Context: an optimization exercise on an open-source flow, tuned for small area, a short achievable clock period and few clock cycles. The choices shown serve that exercise and are no tape-out recipe. Function was checked by simulation only, so behaviour that the tests miss may differ from the original. Power is estimated from default activity; no workload was simulated.

==> ember: inputs <==
Design JAM, start of the top module:
module JAM (
input CLK,
input RST,
output reg [2:0] W,
output reg [2:0] J,
input [6:0] Cost,
output [3:0] MatchCount,
output [9:0] MinCost,
output reg Valid );
Settings: LEC_CHECK=0, CAP_MARGIN=20, CORE_MARGIN=2, CORE_UTILIZATION=40, SETUP_SLACK_MARGIN=0.8, SLEW_MARGIN=20; clock period 4.0 ns.
run.sh (not shown) runs the stock make flow with config.mk's settings and CLKGATE_MAP_FILE= SYNTH_SCRIPT=/design/flow/synth_recipe.tcl, a recipe that flattens the netlist after the stock synthesis.
==> inputs of juniper, as changes to ember <==
==> flow/design.v (replaced) <==
module JAM (
input CLK,
input RST,
output reg [2:0] W,
output reg [2:0] J,
input [6:0] Cost,
output [3:0] MatchCount,
output [9:0] MinCost,
output reg Valid );
localparam K_INIT  = 2'd0,
           K_U     = 2'd1,
           K_RELAX = 2'd2,
           K_TIGHT = 2'd3;
integer q;
function lt9(input [8:0] a, input [8:0] b);
	integer n, m;
	reg t;
	begin
		lt9 = 1'b0;
		for (n = 0; n < 9; n = n + 1) begin
			t = ~a[n] & b[n];
			for (m = n + 1; m < 9; m = m + 1) t = t & ~(a[m] ^ b[m]);
			lt9 = lt9 | t;
		end
	end
endfunction
function [8:0] add9(input [8:0] a, input [8:0] b);
	reg [8:0] g, p, gg, pp, g2, p2;
	integer n, d;
	begin
		g = a & b; p = a ^ b;
		gg = g; pp = p;
		for (d = 1; d < 9; d = d * 2) begin
			g2 = gg; p2 = pp;
			for (n = d; n < 9; n = n + 1) begin
				g2[n] = gg[n] | (pp[n] & gg[n - d]);
				p2[n] = pp[n] & pp[n - d];
			end
			gg = g2; pp = p2;
		end
		add9 = p ^ {gg[7:0], 1'b0};
	end
endfunction
function [8:0] add9c(input [8:0] a, input [8:0] b, input ci);
	reg [8:0] g, p, gg, pp, g2, p2;
	integer n, d;
	begin
		g = a & b; p = a ^ b;
		gg = g; gg[0] = g[0] | (p[0] & ci);
		pp = p;
		for (d = 1; d < 9; d = d * 2) begin
			g2 = gg; p2 = pp;
			for (n = d; n < 9; n = n + 1) begin
				g2[n] = gg[n] | (pp[n] & gg[n - d]);
				p2[n] = pp[n] & pp[n - d];
			end
			gg = g2; pp = p2;
		end
		add9c = p ^ {gg[7:0], ci};
	end
endfunction
function [7:0] low8(input [7:0] a);
	integer n;
	reg seen;
	begin
		seen = 1'b0;
		for (n = 0; n < 8; n = n + 1) begin
			low8[n] = a[n] & ~seen;
			seen = seen | a[n];
		end
	end
endfunction
function [2:0] enc8(input [7:0] a);
	enc8 = {a[4] | a[5] | a[6] | a[7], a[2] | a[3] | a[6] | a[7], a[1] | a[3] | a[5] | a[7]};
endfunction
reg s_init, s_wait, s_sel, s_relax, s_aug, s_tight, s_dfs;
reg [2:0] i;           
reg [2:0] r;           
reg [7:0] ac;          
reg       wt;          
reg       fin;         
reg       upd1;        
reg [7:0] dst  [0:7];  
reg [2:0] way  [0:7];  
reg [7:0] nv   [0:7];  
reg [2:0] mrow [0:7];  
reg [7:0] matched;
reg [7:0] vis;         
reg [7:0] cur;         
reg [7:0] rest;        
reg       rfirst;
reg [2:0] js;          
reg [7:0] D;           
reg [8:0] DN;          
reg [8:0] K;           
reg [9:0] total;
reg [8:0] RM;          
reg [2:0] RJ;
reg [7:0] TM;          
reg       a_v, p1_v, p2_v;
reg [1:0] a_k, p1_k, p2_k;
reg [7:0] a_c, p1_c, p2_c;  
reg       a_f, p1_f, p2_f;  
reg       a_l, p1_l, p2_l;  
reg [7:0] NV1;         
reg [7:0] NV2;
reg [7:0] RNV;         
reg [2:0] RW;          
reg [2:0] MR2;         
reg [8:0] KX;          
reg [8:0] X;
reg [7:0] DD;
reg       UPD;         
reg [2:0] k;
reg [7:0] crow;        
reg [7:0] skip;
reg [3:0] cnt;
assign MinCost = total;
assign MatchCount = cnt;
wire [2:0] acb = enc8(ac);
wire [2:0] curb = enc8(cur);
reg [7:0] rjo;
always @(*) for (q = 0; q < 8; q = q + 1) rjo[q] = (RJ == q);
always @(*) begin
	a_v = 1'b0; a_k = K_INIT; a_c = ac; a_f = ac[0]; a_l = ac[7];
	W = s_tight ? r : i; J = acb;
	if (s_init) a_v = 1'b1;
	if (s_sel) begin
		W = RW; J = RJ;
		a_v = matched[RJ]; a_k = K_U; a_c = rjo;
	end
	if (s_relax) begin
		W = r; J = curb;
		a_v = 1'b1; a_k = K_RELAX; a_c = cur; a_f = rfirst; a_l = (rest == 8'd0);
	end
	if (s_tight) begin
		a_v = 1'b1; a_k = K_TIGHT;
	end
end
reg [7:0] nva;
always @(*) begin
	nva = 8'd0;
	for (q = 0; q < 8; q = q + 1) if (a_c[q]) nva = nva | nv[q];
end
reg [7:0] dd1;
always @(*) begin
	dd1 = 8'd0;
	for (q = 0; q < 8; q = q + 1) if (p1_c[q]) dd1 = dd1 | dst[q];
end
wire [7:0] nvs = RNV;
reg [2:0] mr1;
always @(*) begin
	mr1 = 3'd0;
	for (q = 0; q < 8; q = q + 1) if (p1_c[q]) mr1 = mr1 | mrow[q];
end
wire [8:0] o1 = {2'b00, Cost};
wire [8:0] o2 = {1'b0, NV1};
wire [8:0] o3 = KX;
wire [8:0] cs_s = o1 ^ o2 ^ o3;
wire [8:0] cs_c = {(o1[7:0] & o2[7:0]) | (o1[7:0] & o3[7:0]) | (o2[7:0] & o3[7:0]), 1'b0};
wire [8:0] x1 = add9(cs_s, cs_c);
wire [8:0] kn = add9c(DN, {2'b11, ~Cost}, 1'b1);
wire xlt = lt9(X, RM);
wire xeq = X == RM;
wire dlt = lt9({1'b0, DD}, RM);
wire rkeep = p2_k == K_RELAX && !UPD;
wire [8:0] cand = rkeep ? {1'b0, DD} : X;
wire better = p2_f || (rkeep ? dlt : xlt);
wire wr2 = p2_v && (p2_k == K_INIT || (p2_k == K_RELAX && UPD));
wire [7:0] cnd = crow & ~vis & ~skip;
wire [7:0] coh = low8(cnd);
reg [7:0] koh, kge;
always @(*) for (q = 0; q < 8; q = q + 1) begin koh[q] = (k == q); kge[q] = (q >= k); end
reg dead;
always @(*) begin
	dead = 1'b0;
	for (q = 0; q < 8; q = q + 1) if (kge[q] && (dst[q] & ~vis) == 8'd0) dead = 1'b1;
end
wire [2:0] km1 = k - 3'd1;
wire [2:0] kp1 = k + 3'd1;
wire [2:0] rm1 = r - 3'd1;
wire [2:0] bsel = way[km1];
reg [7:0] bo, ble;
always @(*) begin
	for (q = 0; q < 8; q = q + 1) begin
		bo[q] = (bsel == q);
		ble[q] = (q <= bsel);
	end
end
wire [2:0] ar = way[js];
reg [2:0] aprev;
always @(*) begin
	aprev = 3'd0;
	for (q = 0; q < 8; q = q + 1) if (matched[q] && mrow[q] == ar) aprev = aprev | q[2:0];
end
wire [7:0] unv = ~(vis | rjo);
wire [8:0] dns = add9c({1'b0, RM[7:0]}, {1'b1, ~nvs}, 1'b1);
wire [8:0] snd = add9c({1'b0, nvs}, {1'b1, ~RM[7:0]}, 1'b1);
wire [7:0] unv1 = low8(unv);
wire [7:0] rest1 = low8(rest);
always @(posedge CLK) begin
	p1_v <= a_v & ~RST; p1_k <= a_k; p1_c <= a_c; p1_f <= a_f; p1_l <= a_l;
	p2_v <= p1_v & ~RST; p2_k <= p1_k; p2_c <= p1_c; p2_f <= p1_f; p2_l <= p1_l;
	NV1 <= (s_init && i == 3'd0) ? 8'd0 : nva;
	X <= x1;
	NV2 <= NV1;
	MR2 <= mr1;
	DD <= dd1;
	UPD <= lt9(x1, {1'b0, dd1});
	if (p1_v && p1_k == K_U) K <= kn;
	KX <= (a_k == K_RELAX) ? ((p1_v && p1_k == K_U) ? kn : K) : 9'd0;
	if (p2_v) begin
		if (p2_k == K_INIT || p2_k == K_RELAX) begin
			if (better) begin RM <= cand; RJ <= enc8(p2_c); RNV <= NV2; RW <= MR2; end
		end
		if (p2_k == K_TIGHT) begin
			if (p2_f || xlt) begin RM <= X; TM <= p2_c; end
			else if (xeq) TM <= TM | p2_c;
		end
	end
	for (q = 0; q < 8; q = q + 1)
		if (wr2 && p2_c[q]) begin
			dst[q] <= X[7:0];
			way[q] <= (p2_k == K_INIT) ? i : r;
		end
	if (p2_v && p2_k == K_TIGHT && p2_l) dst[rm1] <= xlt ? p2_c : (xeq ? (TM | p2_c) : TM);
	if (RST) begin
		s_init <= 1'b1; s_wait <= 1'b0; s_sel <= 1'b0; s_relax <= 1'b0;
		s_aug <= 1'b0; s_tight <= 1'b0; s_dfs <= 1'b0;
		i <= 3'd0;
		ac <= 8'd1;
		matched <= 8'd0;
		fin <= 1'b0;
		total <= 10'd0;
		Valid <= 1'b0;
	end
	else begin
		if (s_init) begin
			if (i == 3'd0) for (q = 0; q < 8; q = q + 1) if (ac[q]) nv[q] <= 8'd0;
			vis <= 8'd0;
			ac <= {ac[6:0], ac[7]};
			if (ac[7]) begin s_init <= 1'b0; s_wait <= 1'b1; wt <= 1'b0; end
		end
		if (s_wait) begin
			wt <= 1'b1;
			if (wt) begin
				s_wait <= 1'b0;
				if (fin) begin
					k <= 3'd0;
					crow <= dst[0];
					vis <= 8'd0;
					skip <= 8'd0;
					cnt <= 4'd0;
					s_dfs <= 1'b1;
				end
				else s_sel <= 1'b1;
			end
		end
		if (s_sel) begin
			js <= RJ;
			D <= RM[7:0];
			DN <= dns;
			dst[RJ] <= snd[7:0];
			r <= RW;
			vis[RJ] <= 1'b1;
			cur <= unv1;
			rest <= unv & ~unv1;
			rfirst <= 1'b1;
			s_sel <= 1'b0;
			if (matched[RJ]) s_relax <= 1'b1;
			else begin
				total <= total + {2'b00, RM[7:0]};
				upd1 <= 1'b1;
				s_aug <= 1'b1;
			end
		end
		if (s_relax) begin
			rfirst <= 1'b0;
			cur <= rest1;
			rest <= rest & ~rest1;
			if (rest == 8'd0) begin s_relax <= 1'b0; s_wait <= 1'b1; wt <= 1'b0; end
		end
		if (s_aug) begin
			upd1 <= 1'b0;
			if (upd1) for (q = 0; q < 8; q = q + 1) if (vis[q]) nv[q] <= add9({1'b0, dst[q]}, {1'b0, D});
			mrow[js] <= ar;
			matched[js] <= 1'b1;
			if (ar == i) begin
				i <= i + 3'd1;
				ac <= 8'd1;
				r <= 3'd0;
				s_aug <= 1'b0;
				if (i == 3'd7) s_tight <= 1'b1; else s_init <= 1'b1;
			end
			else js <= aprev;
		end
		if (s_tight) begin
			ac <= {ac[6:0], ac[7]};
			if (ac[7]) begin
				r <= r + 3'd1;
				if (r == 3'd7) begin s_tight <= 1'b0; s_wait <= 1'b1; wt <= 1'b0; fin <= 1'b1; end
			end
		end
		if (s_dfs) begin
			if (dead || cnd == 8'd0 || k == 3'd7) begin
				if (!dead && cnd != 8'd0) cnt <= cnt + 4'd1;
				if (k == 3'd0) begin s_dfs <= 1'b0; Valid <= 1'b1; end
				else begin
					k <= km1;
					crow <= dst[km1];
					vis <= vis & ~bo;
					skip <= ble;
				end
			end
			else begin
				way[k] <= enc8(coh);
				vis <= vis | coh;
				k <= kp1;
				crow <= dst[kp1];
				skip <= 8'd0;
			end
		end
	end
end
endmodule
Settings changed: CORE_UTILIZATION 40 to 65, SETUP_SLACK_MARGIN 0.8 to not set.
==> qor summary <==
Antenna Diode Count: juniper 3; ember 1
Number of clock buffers inserted by TritonCTS: juniper 43; ember 44
Run status: juniper timing/DRC/antenna clean; ember timing/DRC/antenna clean
Number of vias per cell after detailed routing: juniper 7.122; ember 6.204
Number of flops mapped to enable cells by yosys: juniper 279; ember 261
Transition at the pin with the smallest max-transition slack: juniper 1058 ps; ember 1237 ps
Vias in the first global route: juniper 19,080; ember 20,790
Multi-input gate area in the final layout: juniper 0.01237 mm^2; ember 0.01461 mm^2
Post-route worst setup slack: juniper 490.2 ps; ember 197.4 ps
Total Wirelength: juniper 79,830 um; ember 92,570 um
Routability congestion estimate: juniper 1.032; ember 1.012
Wire length of the first global-routing pass: juniper 118,700 um; ember 135,400 um
Post-synthesis mux area share: juniper 0.07620; ember 0.09410
Testbench counts of ember, summed over its fixed seeds: cycles 6,257.
Testbench counts of juniper, summed over its fixed seeds: cycles 6,321.


==> wip/willow: inputs <==
JAM, a different RTL version from the one above (not shown whole).
clock: 4.0 ns
lec_check: 0
cap_margin: 20
core_margin: 2
core_utilization: 40
slew_margin: 20
==> wip/amber (differences from wip/willow) <==
--- a/flow/design.v
+++ b/flow/design.v
@@ -102,16 +102,23 @@
 reg [7:0] a_c, p1_c, p2_c;  
 reg       a_f, p1_f, p2_f;  
 reg       a_l, p1_l, p2_l;  
 reg [7:0] NV1;         
 reg [7:0] NV2;
 reg [7:0] RNV;         
+reg [2:0] RW;          
+reg [2:0] MR2;         
+reg [8:0] KX;          
 reg [8:0] X;
+reg       p3_l;        
+reg [2:0] TR;          
+reg       wt2;
 reg [7:0] DD;
 reg       UPD;         
-reg [2:0] k;
+reg [7:0] koh;         
+reg [7:0] top;         
 reg [7:0] crow;        
 reg [7:0] skip;
 reg [3:0] cnt;
 assign MinCost = total;
 assign MatchCount = cnt;
 wire [2:0] acb = enc8(ac);
@@ -120,13 +127,13 @@
 always @(*) for (q = 0; q < 8; q = q + 1) rjo[q] = (RJ == q);
 always @(*) begin
 	a_v = 1'b0; a_k = K_INIT; a_c = ac; a_f = ac[0]; a_l = ac[7];
 	W = s_tight ? r : i; J = acb;
 	if (s_init) a_v = 1'b1;
 	if (s_sel) begin
-		W = mrow[RJ]; J = RJ;
+		W = RW; J = RJ;
 		a_v = matched[RJ]; a_k = K_U; a_c = rjo;
 	end
 	if (s_relax) begin
 		W = r; J = curb;
 		a_v = 1'b1; a_k = K_RELAX; a_c = cur; a_f = rfirst; a_l = (rest == 8'd0);
 	end
@@ -142,45 +149,64 @@
 reg [7:0] dd1;
 always @(*) begin
 	dd1 = 8'd0;
 	for (q = 0; q < 8; q = q + 1) if (p1_c[q]) dd1 = dd1 | dst[q];
 end
 wire [7:0] nvs = RNV;
+reg [2:0] mr1;
+always @(*) begin
+	mr1 = 3'd0;
+	for (q = 0; q < 8; q = q + 1) if (p1_c[q]) mr1 = mr1 | mrow[q];
+end
 wire [8:0] o1 = {2'b00, Cost};
 wire [8:0] o2 = {1'b0, NV1};
-wire [8:0] o3 = (p1_k == K_RELAX) ? K : 9'd0;
+wire [8:0] o3 = KX;
 wire [8:0] cs_s = o1 ^ o2 ^ o3;
 wire [8:0] cs_c = {(o1[7:0] & o2[7:0]) | (o1[7:0] & o3[7:0]) | (o2[7:0] & o3[7:0]), 1'b0};
 wire [8:0] x1 = add9(cs_s, cs_c);
+wire [8:0] kn = add9c(DN, {2'b11, ~Cost}, 1'b1);
 wire xlt = lt9(X, RM);
 wire xeq = X == RM;
 wire dlt = lt9({1'b0, DD}, RM);
 wire rkeep = p2_k == K_RELAX && !UPD;
 wire [8:0] cand = rkeep ? {1'b0, DD} : X;
 wire better = p2_f || (rkeep ? dlt : xlt);
 wire wr2 = p2_v && (p2_k == K_INIT || (p2_k == K_RELAX && UPD));
 wire [7:0] cnd = crow & ~vis & ~skip;
 wire [7:0] coh = low8(cnd);
-reg [7:0] koh, kge;
-always @(*) for (q = 0; q < 8; q = q + 1) begin koh[q] = (k == q); kge[q] = (q >= k); end
-reg dead;
+reg [7:0] kgt;
 always @(*) begin
-	dead = 1'b0;
-	for (q = 0; q < 8; q = q + 1) if (kge[q] && (dst[q] & ~vis) == 8'd0) dead = 1'b1;
+	kgt[0] = 1'b0;
+	for (q = 1; q < 8; q = q + 1) kgt[q] = kgt[q - 1] | koh[q - 1];
 end
-wire [2:0] km1 = k - 3'd1;
-wire [2:0] kp1 = k + 3'd1;
-wire [2:0] rm1 = r - 3'd1;
-wire [2:0] bsel = way[km1];
-reg [7:0] bo, ble;
+reg dead;              
+reg deadn;
+always @(*) begin
+	deadn = 1'b0;
+	for (q = 0; q < 8; q = q + 1) if (kgt[q] && (dst[q] & ~vis & ~coh) == 8'd0) deadn = 1'b1;
+end
+wire [7:0] km1 = {1'b0, koh[7:1]};
+wire [7:0] kp1 = {koh[6:0], 1'b0};
+wire [7:0] km2 = {2'b00, koh[7:2]};
+reg [7:0] rowm1, rowp1;
+reg [2:0] wayk2;
 always @(*) begin
+	rowm1 = 8'd0; rowp1 = 8'd0; wayk2 = 3'd0;
 	for (q = 0; q < 8; q = q + 1) begin
-		bo[q] = (bsel == q);
-		ble[q] = (q <= bsel);
+		if (km1[q]) rowm1 = rowm1 | dst[q];
+		if (kp1[q]) rowp1 = rowp1 | dst[q];
+		if (km2[q]) wayk2 = wayk2 | way[q];
 	end
 end
+wire [2:0] rm1 = r - 3'd1;
+reg [7:0] ble, topn;
+always @(*) begin
+	ble[7] = top[7];
+	for (q = 6; q >= 0; q = q - 1) ble[q] = ble[q + 1] | top[q];
+	for (q = 0; q < 8; q = q + 1) topn[q] = (wayk2 == q);
+end
 wire [2:0] ar = way[js];
 reg [2:0] aprev;
 always @(*) begin
 	aprev = 3'd0;
 	for (q = 0; q < 8; q = q + 1) if (matched[q] && mrow[q] == ar) aprev = aprev | q[2:0];
 end
@@ -192,53 +218,60 @@
 always @(posedge CLK) begin
 	p1_v <= a_v & ~RST; p1_k <= a_k; p1_c <= a_c; p1_f <= a_f; p1_l <= a_l;
 	p2_v <= p1_v & ~RST; p2_k <= p1_k; p2_c <= p1_c; p2_f <= p1_f; p2_l <= p1_l;
 	NV1 <= (s_init && i == 3'd0) ? 8'd0 : nva;
 	X <= x1;
 	NV2 <= NV1;
+	MR2 <= mr1;
 	DD <= dd1;
 	UPD <= lt9(x1, {1'b0, dd1});
-	if (p1_v && p1_k == K_U) K <= add9c(DN, {2'b11, ~Cost}, 1'b1);
+	if (p1_v && p1_k == K_U) K <= kn;
+	KX <= (a_k == K_RELAX) ? ((p1_v && p1_k == K_U) ? kn : K) : 9'd0;
 	if (p2_v) begin
 		if (p2_k == K_INIT || p2_k == K_RELAX) begin
-			if (better) begin RM <= cand; RJ <= enc8(p2_c); RNV <= NV2; end
+			if (better) begin RM <= cand; RJ <= enc8(p2_c); RNV <= NV2; RW <= MR2; end
 		end
 		if (p2_k == K_TIGHT) begin
 			if (p2_f || xlt) begin RM <= X; TM <= p2_c; end
 			else if (xeq) TM <= TM | p2_c;
 		end
 	end
 	for (q = 0; q < 8; q = q + 1)
 		if (wr2 && p2_c[q]) begin
 			dst[q] <= X[7:0];
 			way[q] <= (p2_k == K_INIT) ? i : r;
 		end
-	if (p2_v && p2_k == K_TIGHT && p2_l) dst[rm1] <= xlt ? p2_c : (xeq ? (TM | p2_c) : TM);
+	p3_l <= p2_v && p2_k == K_TIGHT && p2_l && !RST;
+	TR <= rm1;
+	if (p3_l) dst[TR] <= TM;
 	if (RST) begin
 		s_init <= 1'b1; s_wait <= 1'b0; s_sel <= 1'b0; s_relax <= 1'b0;
 		s_aug <= 1'b0; s_tight <= 1'b0; s_dfs <= 1'b0;
 		i <= 3'd0;
 		ac <= 8'd1;
 		matched <= 8'd0;
 		fin <= 1'b0;
+		wt2 <= 1'b0;
 		total <= 10'd0;
 		Valid <= 1'b0;
 	end
 	else begin
 		if (s_init) begin
 			if (i == 3'd0) for (q = 0; q < 8; q = q + 1) if (ac[q]) nv[q] <= 8'd0;
 			vis <= 8'd0;
 			ac <= {ac[6:0], ac[7]};
 			if (ac[7]) begin s_init <= 1'b0; s_wait <= 1'b1; wt <= 1'b0; end
 		end
 		if (s_wait) begin
 			wt <= 1'b1;
-			if (wt) begin
+			if (wt && fin && !wt2) wt2 <= 1'b1;
+			else if (wt) begin
 				s_wait <= 1'b0;
 				if (fin) begin
-					k <= 3'd0;
+					koh <= 8'd1;
+					dead <= 1'b0;
 					crow <= dst[0];
 					vis <= 8'd0;
 					skip <= 8'd0;
 					cnt <= 4'd0;
 					s_dfs <= 1'b1;
 				end
@@ -247,13 +280,13 @@
 		end
 		if (s_sel) begin
 			js <= RJ;
 			D <= RM[7:0];
 			DN <= dns;
 			dst[RJ] <= snd[7:0];
-			r <= mrow[RJ];
+			r <= RW;
 			vis[RJ] <= 1'b1;
 			cur <= unv1;
 			rest <= unv & ~unv1;
 			rfirst <= 1'b1;
 			s_sel <= 1'b0;
 			if (matched[RJ]) s_relax <= 1'b1;
@@ -268,13 +301,13 @@
 			cur <= rest1;
 			rest <= rest & ~rest1;
 			if (rest == 8'd0) begin s_relax <= 1'b0; s_wait <= 1'b1; wt <= 1'b0; end
 		end
 		if (s_aug) begin
 			upd1 <= 1'b0;
-			if (upd1) for (q = 0; q < 8; q = q + 1) if (vis[q]) nv[q] <= add9({1'b0, dst[q]}, {1'b0, D});
+			if (upd1) for (q = 0; q < 8; q = q + 1) if (vis[q]) nv[q] <= dst[q] + D;
 			mrow[js] <= ar;
 			matched[js] <= 1'b1;
 			if (ar == i) begin
 				i <= i + 3'd1;
 				ac <= 8'd1;
 				r <= 3'd0;
@@ -287,28 +320,32 @@
 			ac <= {ac[6:0], ac[7]};
 			if (ac[7]) begin
 				r <= r + 3'd1;
 				if (r == 3'd7) begin s_tight <= 1'b0; s_wait <= 1'b1; wt <= 1'b0; fin <= 1'b1; end
 			end
 		end
+		if (s_dfs) for (q = 0; q < 8; q = q + 1) if (koh[q]) way[q] <= enc8(coh);
 		if (s_dfs) begin
-			if (dead || cnd == 8'd0 || k == 3'd7) begin
+			dead <= 1'b0;
+			if (dead || cnd == 8'd0 || koh[7]) begin
 				if (!dead && cnd != 8'd0) cnt <= cnt + 4'd1;
-				if (k == 3'd0) begin s_dfs <= 1'b0; Valid <= 1'b1; end
+				if (koh[0]) begin s_dfs <= 1'b0; Valid <= 1'b1; end
 				else begin
-					k <= km1;
-					crow <= dst[km1];
-					vis <= vis & ~bo;
+					koh <= km1;
+					crow <= rowm1;
+					vis <= vis & ~top;
 					skip <= ble;
+					top <= topn;
 				end
 			end
 			else begin
-				way[k] <= enc8(coh);
 				vis <= vis | coh;
-				k <= kp1;
-				crow <= dst[kp1];
+				koh <= kp1;
+				top <= coh;
+				dead <= deadn;
+				crow <= rowp1;
 				skip <= 8'd0;
 			end
 		end
 	end
 end
 endmodule
CORE_UTILIZATION = 65   (was 40)
==> wip/raven (differences from wip/willow) <==
--- a/flow/design.v
+++ b/flow/design.v
@@ -102,213 +102,270 @@
 reg [7:0] a_c, p1_c, p2_c;  
 reg       a_f, p1_f, p2_f;  
 reg       a_l, p1_l, p2_l;  
 reg [7:0] NV1;         
 reg [7:0] NV2;
 reg [7:0] RNV;         
+reg [2:0] RW;          
+reg [2:0] MR2;         
+reg [8:0] KX;          
 reg [8:0] X;
+reg       p3_l;        
+reg [2:0] TR;          
+reg       wt2;
 reg [7:0] DD;
-reg       UPD;         
-reg [2:0] k;
+wire      UPD = lt9(X, {1'b0, DD});
+reg [7:0] koh;         
+reg [7:0] top;         
 reg [7:0] crow;        
 reg [7:0] skip;
 reg [3:0] cnt;
 assign MinCost = total;
 assign MatchCount = cnt;
 wire [2:0] acb = enc8(ac);
 wire [2:0] curb = enc8(cur);
 reg [7:0] rjo;
 always @(*) for (q = 0; q < 8; q = q + 1) rjo[q] = (RJ == q);
+reg       A_v;
+reg [1:0] A_k;
+reg [7:0] A_c;
+reg       A_f, A_l;
 always @(*) begin
-	a_v = 1'b0; a_k = K_INIT; a_c = ac; a_f = ac[0]; a_l = ac[7];
-	W = s_tight ? r : i; J = acb;
-	if (s_init) a_v = 1'b1;
-	if (s_sel) begin
-		W = mrow[RJ]; J = RJ;
-		a_v = matched[RJ]; a_k = K_U; a_c = rjo;
-	end
-	if (s_relax) begin
-		W = r; J = curb;
-		a_v = 1'b1; a_k = K_RELAX; a_c = cur; a_f = rfirst; a_l = (rest == 8'd0);
-	end
-	if (s_tight) begin
-		a_v = 1'b1; a_k = K_TIGHT;
-	end
+	a_v = A_v; a_k = A_k; a_c = A_c; a_f = A_f; a_l = A_l;
 end
 reg [7:0] nva;
 always @(*) begin
 	nva = 8'd0;
 	for (q = 0; q < 8; q = q + 1) if (a_c[q]) nva = nva | nv[q];
 end
 reg [7:0] dd1;
 always @(*) begin
 	dd1 = 8'd0;
 	for (q = 0; q < 8; q = q + 1) if (p1_c[q]) dd1 = dd1 | dst[q];
 end
 wire [7:0] nvs = RNV;
+reg [2:0] mr1;
+always @(*) begin
+	mr1 = 3'd0;
+	for (q = 0; q < 8; q = q + 1) if (p1_c[q]) mr1 = mr1 | mrow[q];
+end
 wire [8:0] o1 = {2'b00, Cost};
 wire [8:0] o2 = {1'b0, NV1};
-wire [8:0] o3 = (p1_k == K_RELAX) ? K : 9'd0;
+wire [8:0] o3 = KX;
 wire [8:0] cs_s = o1 ^ o2 ^ o3;
 wire [8:0] cs_c = {(o1[7:0] & o2[7:0]) | (o1[7:0] & o3[7:0]) | (o2[7:0] & o3[7:0]), 1'b0};
 wire [8:0] x1 = add9(cs_s, cs_c);
+wire [8:0] kn = add9c(DN, {2'b11, ~Cost}, 1'b1);
 wire xlt = lt9(X, RM);
 wire xeq = X == RM;
 wire dlt = lt9({1'b0, DD}, RM);
 wire rkeep = p2_k == K_RELAX && !UPD;
 wire [8:0] cand = rkeep ? {1'b0, DD} : X;
 wire better = p2_f || (rkeep ? dlt : xlt);
 wire wr2 = p2_v && (p2_k == K_INIT || (p2_k == K_RELAX && UPD));
 wire [7:0] cnd = crow & ~vis & ~skip;
 wire [7:0] coh = low8(cnd);
-reg [7:0] koh, kge;
-always @(*) for (q = 0; q < 8; q = q + 1) begin koh[q] = (k == q); kge[q] = (q >= k); end
-reg dead;
+reg [7:0] kgt;
 always @(*) begin
-	dead = 1'b0;
-	for (q = 0; q < 8; q = q + 1) if (kge[q] && (dst[q] & ~vis) == 8'd0) dead = 1'b1;
+	kgt[0] = 1'b0;
+	for (q = 1; q < 8; q = q + 1) kgt[q] = kgt[q - 1] | koh[q - 1];
 end
-wire [2:0] km1 = k - 3'd1;
-wire [2:0] kp1 = k + 3'd1;
-wire [2:0] rm1 = r - 3'd1;
-wire [2:0] bsel = way[km1];
-reg [7:0] bo, ble;
+reg dead;              
+reg deadn;
+always @(*) begin
+	deadn = 1'b0;
+	for (q = 0; q < 8; q = q + 1) if (kgt[q] && (dst[q] & ~vis & ~coh) == 8'd0) deadn = 1'b1;
+end
+wire [7:0] km1 = {1'b0, koh[7:1]};
+wire [7:0] kp1 = {koh[6:0], 1'b0};
+wire [7:0] km2 = {2'b00, koh[7:2]};
+reg [7:0] rowm1, rowp1;
+reg [2:0] wayk2;
 always @(*) begin
+	rowm1 = 8'd0; rowp1 = 8'd0; wayk2 = 3'd0;
 	for (q = 0; q < 8; q = q + 1) begin
-		bo[q] = (bsel == q);
-		ble[q] = (q <= bsel);
+		if (km1[q]) rowm1 = rowm1 | dst[q];
+		if (kp1[q]) rowp1 = rowp1 | dst[q];
+		if (km2[q]) wayk2 = wayk2 | way[q];
 	end
 end
+wire [2:0] rm1 = r - 3'd1;
+reg [7:0] ble, topn;
+always @(*) begin
+	ble[7] = top[7];
+	for (q = 6; q >= 0; q = q - 1) ble[q] = ble[q + 1] | top[q];
+	for (q = 0; q < 8; q = q + 1) topn[q] = (wayk2 == q);
+end
 wire [2:0] ar = way[js];
 reg [2:0] aprev;
 always @(*) begin
 	aprev = 3'd0;
 	for (q = 0; q < 8; q = q + 1) if (matched[q] && mrow[q] == ar) aprev = aprev | q[2:0];
 end
 wire [7:0] unv = ~(vis | rjo);
+wire bp = p2_v && (p2_k == K_INIT || p2_k == K_RELAX) && better;
+wire [2:0] RJn = bp ? enc8(p2_c) : RJ;
+wire [2:0] RWn = bp ? MR2 : RW;
+reg [7:0] rjno;
+always @(*) for (q = 0; q < 8; q = q + 1) rjno[q] = (RJn == q);
+wire [7:0] acr = {ac[6:0], ac[7]};
 wire [8:0] dns = add9c({1'b0, RM[7:0]}, {1'b1, ~nvs}, 1'b1);
 wire [8:0] snd = add9c({1'b0, nvs}, {1'b1, ~RM[7:0]}, 1'b1);
 wire [7:0] unv1 = low8(unv);
 wire [7:0] rest1 = low8(rest);
 always @(posedge CLK) begin
 	p1_v <= a_v & ~RST; p1_k <= a_k; p1_c <= a_c; p1_f <= a_f; p1_l <= a_l;
 	p2_v <= p1_v & ~RST; p2_k <= p1_k; p2_c <= p1_c; p2_f <= p1_f; p2_l <= p1_l;
 	NV1 <= (s_init && i == 3'd0) ? 8'd0 : nva;
 	X <= x1;
 	NV2 <= NV1;
+	MR2 <= mr1;
 	DD <= dd1;
-	UPD <= lt9(x1, {1'b0, dd1});
-	if (p1_v && p1_k == K_U) K <= add9c(DN, {2'b11, ~Cost}, 1'b1);
+	if (p1_v && p1_k == K_U) K <= kn;
+	KX <= (A_k == K_RELAX) ? ((p1_v && p1_k == K_U) ? kn : K) : 9'd0;
 	if (p2_v) begin
 		if (p2_k == K_INIT || p2_k == K_RELAX) begin
-			if (better) begin RM <= cand; RJ <= enc8(p2_c); RNV <= NV2; end
+			if (better) begin RM <= cand; RJ <= enc8(p2_c); RNV <= NV2; RW <= MR2; end
 		end
 		if (p2_k == K_TIGHT) begin
 			if (p2_f || xlt) begin RM <= X; TM <= p2_c; end
 			else if (xeq) TM <= TM | p2_c;
 		end
 	end
 	for (q = 0; q < 8; q = q + 1)
 		if (wr2 && p2_c[q]) begin
 			dst[q] <= X[7:0];
 			way[q] <= (p2_k == K_INIT) ? i : r;
 		end
-	if (p2_v && p2_k == K_TIGHT && p2_l) dst[rm1] <= xlt ? p2_c : (xeq ? (TM | p2_c) : TM);
+	p3_l <= p2_v && p2_k == K_TIGHT && p2_l && !RST;
+	TR <= rm1;
+	if (p3_l) dst[TR] <= TM;
+	A_v <= 1'b0;
 	if (RST) begin
+		A_v <= 1'b1; A_k <= K_INIT; A_c <= 8'd1; A_f <= 1'b1; A_l <= 1'b0;
+		W <= 3'd0; J <= 3'd0;
 		s_init <= 1'b1; s_wait <= 1'b0; s_sel <= 1'b0; s_relax <= 1'b0;
 		s_aug <= 1'b0; s_tight <= 1'b0; s_dfs <= 1'b0;
 		i <= 3'd0;
 		ac <= 8'd1;
 		matched <= 8'd0;
 		fin <= 1'b0;
+		wt2 <= 1'b0;
 		total <= 10'd0;
 		Valid <= 1'b0;
 	end
 	else begin
 		if (s_init) begin
 			if (i == 3'd0) for (q = 0; q < 8; q = q + 1) if (ac[q]) nv[q] <= 8'd0;
 			vis <= 8'd0;
-			ac <= {ac[6:0], ac[7]};
+			ac <= acr;
 			if (ac[7]) begin s_init <= 1'b0; s_wait <= 1'b1; wt <= 1'b0; end
+			else begin
+				A_v <= 1'b1; A_k <= K_INIT; A_c <= acr; A_f <= 1'b0; A_l <= acr[7];
+				W <= i; J <= enc8(acr);
+			end
 		end
 		if (s_wait) begin
 			wt <= 1'b1;
-			if (wt) begin
+			if (wt && fin && !wt2) wt2 <= 1'b1;
+			else if (wt) begin
 				s_wait <= 1'b0;
 				if (fin) begin
-					k <= 3'd0;
+					koh <= 8'd1;
+					dead <= 1'b0;
 					crow <= dst[0];
 					vis <= 8'd0;
 					skip <= 8'd0;
 					cnt <= 4'd0;
 					s_dfs <= 1'b1;
 				end
-				else s_sel <= 1'b1;
+				else begin
+					s_sel <= 1'b1;
+					A_v <= |(matched & rjno); A_k <= K_U; A_c <= rjno; A_f <= 1'b0; A_l <= 1'b0;
+					W <= RWn; J <= RJn;
+				end
 			end
 		end
 		if (s_sel) begin
 			js <= RJ;
 			D <= RM[7:0];
 			DN <= dns;
 			dst[RJ] <= snd[7:0];
-			r <= mrow[RJ];
+			r <= RW;
 			vis[RJ] <= 1'b1;
 			cur <= unv1;
 			rest <= unv & ~unv1;
 			rfirst <= 1'b1;
 			s_sel <= 1'b0;
-			if (matched[RJ]) s_relax <= 1'b1;
+			if (matched[RJ]) begin
+				s_relax <= 1'b1;
+				A_v <= 1'b1; A_k <= K_RELAX; A_c <= unv1; A_f <= 1'b1; A_l <= (unv & ~unv1) == 8'd0;
+				W <= RW; J <= enc8(unv1);
+			end
 			else begin
 				total <= total + {2'b00, RM[7:0]};
 				upd1 <= 1'b1;
 				s_aug <= 1'b1;
 			end
 		end
 		if (s_relax) begin
 			rfirst <= 1'b0;
 			cur <= rest1;
 			rest <= rest & ~rest1;
 			if (rest == 8'd0) begin s_relax <= 1'b0; s_wait <= 1'b1; wt <= 1'b0; end
+			else begin
+				A_v <= 1'b1; A_k <= K_RELAX; A_c <= rest1; A_f <= 1'b0; A_l <= (rest & ~rest1) == 8'd0;
+				W <= r; J <= enc8(rest1);
+			end
 		end
 		if (s_aug) begin
 			upd1 <= 1'b0;
-			if (upd1) for (q = 0; q < 8; q = q + 1) if (vis[q]) nv[q] <= add9({1'b0, dst[q]}, {1'b0, D});
+			if (upd1) for (q = 0; q < 8; q = q + 1) if (vis[q]) nv[q] <= dst[q] + D;
 			mrow[js] <= ar;
 			matched[js] <= 1'b1;
 			if (ar == i) begin
 				i <= i + 3'd1;
 				ac <= 8'd1;
 				r <= 3'd0;
 				s_aug <= 1'b0;
-				if (i == 3'd7) s_tight <= 1'b1; else s_init <= 1'b1;
+				A_v <= 1'b1; A_c <= 8'd1; A_f <= 1'b1; A_l <= 1'b0;
+				J <= 3'd0;
+				if (i == 3'd7) begin s_tight <= 1'b1; A_k <= K_TIGHT; W <= 3'd0; end
+				else begin s_init <= 1'b1; A_k <= K_INIT; W <= i + 3'd1; end
 			end
 			else js <= aprev;
 		end
 		if (s_tight) begin
-			ac <= {ac[6:0], ac[7]};
-			if (ac[7]) begin
-				r <= r + 3'd1;
-				if (r == 3'd7) begin s_tight <= 1'b0; s_wait <= 1'b1; wt <= 1'b0; fin <= 1'b1; end
+			ac <= acr;
+			if (ac[7]) r <= r + 3'd1;
+			if (ac[7] && r == 3'd7) begin s_tight <= 1'b0; s_wait <= 1'b1; wt <= 1'b0; fin <= 1'b1; end
+			else begin
+				A_v <= 1'b1; A_k <= K_TIGHT; A_c <= acr; A_f <= acr[0]; A_l <= acr[7];
+				W <= ac[7] ? r + 3'd1 : r; J <= enc8(acr);
 			end
 		end
+		if (s_dfs) for (q = 0; q < 8; q = q + 1) if (koh[q]) way[q] <= enc8(coh);
 		if (s_dfs) begin
-			if (dead || cnd == 8'd0 || k == 3'd7) begin
+			dead <= 1'b0;
+			if (dead || cnd == 8'd0 || koh[7]) begin
 				if (!dead && cnd != 8'd0) cnt <= cnt + 4'd1;
-				if (k == 3'd0) begin s_dfs <= 1'b0; Valid <= 1'b1; end
+				if (koh[0]) begin s_dfs <= 1'b0; Valid <= 1'b1; end
 				else begin
-					k <= km1;
-					crow <= dst[km1];
-					vis <= vis & ~bo;
+					koh <= km1;
+					crow <= rowm1;
+					vis <= vis & ~top;
 					skip <= ble;
+					top <= topn;
 				end
 			end
 			else begin
-				way[k] <= enc8(coh);
 				vis <= vis | coh;
-				k <= kp1;
-				crow <= dst[kp1];
+				koh <= kp1;
+				top <= coh;
+				dead <= deadn;
+				crow <= rowp1;
 				skip <= 8'd0;
 			end
 		end
 	end
 end
 endmodule
==> notes.md <==
Die area, highest first: wip/raven, wip/willow, wip/amber.
Global-route usage, highest first: wip/amber, wip/raven, wip/willow.
Of wip/amber and wip/willow, wip/amber has the higher sequential cell count (gap 28).
Sequential power: wip/raven > wip/amber > wip/willow.
wip/willow completed with no timing, DRC or antenna violations. wip/amber passed the timing, design-rule and antenna checks. wip/raven completed with no timing, DRC or antenna violations.
The lowest final cell count belongs to wip/amber, the highest to wip/raven.
In wip/amber the core utilization is higher than in wip/willow, by 27 points.
Register-to-register slack, lowest first: wip/amber, wip/willow, wip/raven.
Of wip/willow and wip/raven, wip/willow has the higher non-clock buffer count (gap 2).
Hold slack: wip/raven > wip/amber > wip/willow.
The lowest final area belongs to wip/amber, the highest to wip/raven.
Testbench counts of wip/willow, summed over its fixed seeds: cycles 6,321.
Testbench counts of wip/amber, summed over its fixed seeds: cycles 6,345.
Testbench counts of wip/raven, summed over its fixed seeds: cycles 6,345.

## port drivers added, routing unchanged
In the flow no input, the clock included, has a driving cell. The finished layouts below were timed again as built, in two steps.
Step 1 sets driving cells, clkbuf_16 on the clock port and buf_2 on the other inputs (assumed; they add their load-dependent delay and slew).
Step 2 adds t to the input delays and takes it off the output delays; t is the mean of the earliest and latest rising clock arrival at the registers after step 1. Input paths then give back, and output paths get back, about the clock's delay inside the block.
Slacks: ideal / step 1 / step 2; pairs: ideal / step 1.
run | shift t [ns] | setup slack, ns | worst setup path at the end
ember | 0.657 | 0.197 / 0.197 / 0.197 | register to register
juniper | 0.635 | 0.490 / 0.490 / -0.075 | input to register
wip/willow | 0.653 | 0.344 / 0.281 / -0.037 | input to register
wip/amber | 0.649 | 0.225 / 0.261 / -0.388 | input to register
wip/raven | 0.673 | 0.588 / 0.588 / 0.588 | register to register
Met with ideal ports but missed after step 2: setup timing in juniper, wip/willow and wip/amber. The setup slack of wip/amber, which loses most, moves by +0.036 ns with the drivers and by -0.613 ns with both steps.
